This design comes from an exercise in tuning for small area on the open sky130 flow, not from production work.
The RTL was checked by simulation tests, not by an equivalence proof against the original design.
No activity file was given, so power comes from the tool's default toggle rates.

== T ==
==> flow/design.v <==
module fpga_storm_iv_demo(
    input wire clk,
    input wire rst_n,
    input wire [3:0] keys,
    input wire [3:0] dips,
    output wire [7:0] leds,
    output wire [3:0] seg_sel,
    output wire [7:0] seg_data,
    output wire beep
);
    localparam [15:0] T_C = 16'h5555;
    localparam [15:0] T_FIRST = 16'h18cb;    
    localparam [15:0] T_LAST = 16'h8c65;     
    localparam [15:0] T_DET = 16'h7fbf;      
    reg  [15:0] t_q;
    wire [15:0] t_s = t_q ^ T_C;
    wire tick = ((t_s & T_DET) == (T_LAST & T_DET));
    wire [15:0] t_n = rst_n ? {t_s[14:0], t_s[2] ^ t_s[15] ^ tick} : T_FIRST;
    always @(posedge clk) t_q <= t_n ^ T_C;
    reg [3:0] digit0, digit1, digit2, digit3;
    wire all_off = &dips;
    wire nine0 = digit0[3] & digit0[0];
    wire nine1 = digit1[3] & digit1[0];
    wire nine2 = digit2[3] & digit2[0];
    wire inc0 = tick & (all_off | ~dips[0]);
    wire inc1 = tick & (all_off ? nine0 : ~dips[1]);
    wire inc2 = tick & (all_off ? (nine0 & nine1) : ~dips[2]);
    wire inc3 = tick & (all_off ? (nine0 & nine1 & nine2) : ~dips[3]);
    function [3:0] bcd_inc(input [3:0] d);    
        bcd_inc = {d[3] ? ~d[0] : (d[2] & d[1] & d[0]),
                   d[2] ^ (d[1] & d[0]),
                   (d[1] ^ d[0]) & ~d[3],
                   ~d[0]};
    endfunction
    always @(posedge clk) begin
        if (!rst_n) begin
            digit0 <= 4'd0; digit1 <= 4'd0; digit2 <= 4'd0; digit3 <= 4'd0;
        end else begin
            if (inc0) digit0 <= bcd_inc(digit0);
            if (inc1) digit1 <= bcd_inc(digit1);
            if (inc2) digit2 <= bcd_inc(digit2);
            if (inc3) digit3 <= bcd_inc(digit3);
        end
    end
    reg  [3:0] last_keys_n;           
    reg  [3:0] led_q;
    reg        request_beep;
    localparam [8:0] D_C = 9'h155;
    localparam [8:0] D_FIRST = 9'h08c;    
    reg  [8:0] d_q;
    wire [8:0] d_s = d_q ^ D_C;
    wire d_z8 = ~|d_s[7:0];
    wire deb_zero = d_z8 & ~d_s[8];
    wire press = |(~last_keys_n & ~keys);
    wire kev = rst_n & deb_zero & press;
    wire [8:0] d_step = {d_s[7:0], (d_s[3] ^ d_s[8]) & ~d_z8};
    wire [8:0] d_n = ({9{rst_n}} & d_step) | ({9{kev}} & D_FIRST);
    always @(posedge clk) begin
        d_q <= d_n ^ D_C;
        last_keys_n <= rst_n ? ~keys : 4'b0000;
        led_q <= rst_n ? (led_q ^ ({4{kev}} & ~keys)) : 4'b1111;
        request_beep <= kev;
    end
    assign leds = {4'b0000, led_q};
    localparam [12:0] B_C = 13'h1555;
    localparam [12:0] B_FIRST = 13'h0710;   
    reg  [12:0] b_q;
    wire [12:0] b_s = b_q ^ B_C;
    wire b_z12 = ~|b_s[11:0];
    wire active = ~(b_z12 & ~b_s[12]);
    wire load = request_beep & ~active;
    wire [12:0] b_step = {b_s[11:0], (b_s[2] ^ b_s[12]) & ~b_z12};
    wire [12:0] b_n = {13{rst_n}} & (b_step | ({13{load}} & B_FIRST));
    reg  [3:0] tone;
    reg        beep_q;
    wire tone_wrap = (tone == 4'd13);
    always @(posedge clk) begin
        b_q <= b_n ^ B_C;
        if (!rst_n) tone <= 4'd0;
        else if (active) tone <= tone_wrap ? 4'd0 : tone + 4'd1;
        beep_q <= rst_n & active & (beep_q ^ tone_wrap);
    end
    assign beep = beep_q & active;
    localparam [7:0] S_C = 8'h55;
    localparam [7:0] S_E = 8'h80;    
    reg  [7:0] s_q;
    wire [7:0] s_s = s_q ^ S_C;
    wire s_z7 = ~|s_s[6:0];
    wire scan_step = s_z7 & (s_s[7] == S_E[7]);
    wire [7:0] s_n = rst_n ? {s_s[6:0], s_s[0] ^ s_s[1] ^ s_s[6] ^ s_s[7] ^ s_z7} : S_E;
    reg  [1:0] scan_idx;
    always @(posedge clk) begin
        s_q <= s_n ^ S_C;
        if (!rst_n) scan_idx <= 2'd0;
        else if (scan_step) scan_idx <= scan_idx + 2'd1;
    end
    assign seg_sel = ~(4'b0001 << scan_idx);
    wire [3:0] dd = scan_idx[1] ? (scan_idx[0] ? digit3 : digit2)
                                : (scan_idx[0] ? digit1 : digit0);
    assign seg_data[7] = 1'b1;
    assign seg_data[0] = (~dd[0] & ~dd[1] & dd[2]) | (dd[0] & ~dd[1] & ~dd[2] & ~dd[3]);
    assign seg_data[1] = (dd[0] & ~dd[1] & dd[2]) | (~dd[0] & dd[1] & dd[2]);
    assign seg_data[2] = (~dd[0] & dd[1] & ~dd[2]);
    assign seg_data[3] = (~dd[0] & ~dd[1] & dd[2]) | (dd[0] & dd[1] & dd[2]) | (dd[0] & ~dd[1] & ~dd[2] & ~dd[3]);
    assign seg_data[4] = (dd[0]) | (~dd[1] & dd[2]);
    assign seg_data[5] = (dd[1] & ~dd[2]) | (dd[0] & dd[1]) | (dd[0] & ~dd[2] & ~dd[3]);
    assign seg_data[6] = (~dd[1] & ~dd[2] & ~dd[3]) | (dd[0] & dd[1] & dd[2]);
endmodule
Settings: LEC_CHECK=0, ABC_AREA=1, CAP_MARGIN=20, CORE_MARGIN=2, CORE_UTILIZATION=40, SLEW_MARGIN=20; clock period 10.0 ns.
run.sh (not shown) runs the stock make flow with config.mk's settings and CLKGATE_MAP_FILE= SYNTH_SCRIPT=/design/flow/synth_recipe.tcl, a recipe that flattens the netlist after the stock synthesis.
T: all stages complete, timing, DRC and antenna checks passed
Here is what was changed in the inputs of S compared with T.
- removing ABC_AREA (formerly 1)
==> flow/flow/run.sh (new file) <==
#!/bin/bash
# Own layout flow: the standard ORFS flow (standard.sh) with these changes:
#  - synthesis: ABC's area-oriented mapping (flow/synth_area.tcl), no adder extraction
#  - port buffers: sky130_fd_sc_hd__buf_1 instead of the default pick
#  - clock tree: larger sink clusters, no dummy loads
# Each tool's full output goes to the ORFS logs (orfs/logs/...) and make's to flow_make.log.
set -euo pipefail
W=$(pwd)
bash standard.sh \
  SYNTH_SCRIPT="$W/flow/synth_area.tcl" \
  ADDER_MAP_FILE= \
  BUFFER_PORTS_ARGS="-buffer_cell sky130_fd_sc_hd__buf_1" \
  CTS_ARGS="-sink_clustering_enable -repair_clock_nets -dont_use_dummy_load -sink_clustering_size 30 -sink_clustering_max_diameter 100" \
  finish > "$W/flow_make.log" 2>&1
==> flow/flow/synth_area.tcl (new file) <==
# Standard synthesis (synth_recipe.tcl, sourced below) with one change: ABC maps the
# logic with its default area-oriented script instead of the delay-driven one with a
# 10 ps target. Registers are mapped before ABC runs, so they are the standard ones.
proc abc {args} {
  set keep {}
  set skip 0
  foreach a $args {
    if {$skip} { incr skip -1; continue }
    if {$a eq "-script" || $a eq "-D" || $a eq "-constr"} { set skip 1; continue }
    lappend keep $a
  }
  yosys abc {*}$keep
}
source [file join [file dirname [file dirname [file normalize [info script]]]] synth_recipe.tcl]
==> flow/standard.sh (new file) <==
#!/bin/bash
# synth_recipe.tcl (not shown) runs the flow's synth.tcl, then flattens the netlist and writes it again
# the make line also repeats each setting of config.mk as NAME=value (left out here)
make -C /OpenROAD-flow-scripts/flow DESIGN_CONFIG=/design/flow/config.mk WORK_HOME=/design/flow/orfs CLKGATE_MAP_FILE= SYNTH_SCRIPT=/design/flow/synth_recipe.tcl "${@:-finish}"
removed: flow/run.sh
Notes after the runs:
The higher fraction of the core area covered by cells at the end of the flow of S and T is in T. Taking T as the reference, in S cell total after placement dropped 34%, total design power dropped about 15%, clock edge transition at the registers on the reported setup and hold paths barely changed. Taking S over T, the via count ratio works out to 0.72. Relative to T, design area decreased by about 22% in S. On number of library cell types mapped by synthesis: between S and T, it ends up higher for S. Vias per cell, S and T: smaller value in T. Against T, S reports a routed length per instance that is higher.

## port drivers added, routing unchanged
In the flow no input, the clock included, has a driving cell. The finished layouts below were timed again as built, in two steps.
Step 1 (the two cells are an assumption about what drives the block):
set clk [get_ports {clk}]
set_driving_cell -lib_cell sky130_fd_sc_hd__clkbuf_16 $clk
set_driving_cell -lib_cell sky130_fd_sc_hd__buf_2 [delete_from_list [all_inputs] $clk]
Step 2, shift: input delay + t, output delay - t, t = (earliest + latest rising clock arrival at the registers) / 2. This alone moves slack from input paths to output paths.
Three values: ideal, step 1, step 2; two values: the first two.
run | shift t [ns] | setup slack, ns | worst setup path at the end | clock arrival spread, ns
T | 0.379 | 5.691 / 5.661 / 6.040 | register to output | 0.012 / 0.012
S | 0.351 | 5.703 / 5.676 / 6.027 | register to output | 0.012 / 0.013
After both steps setup and hold are still met in every run listed.
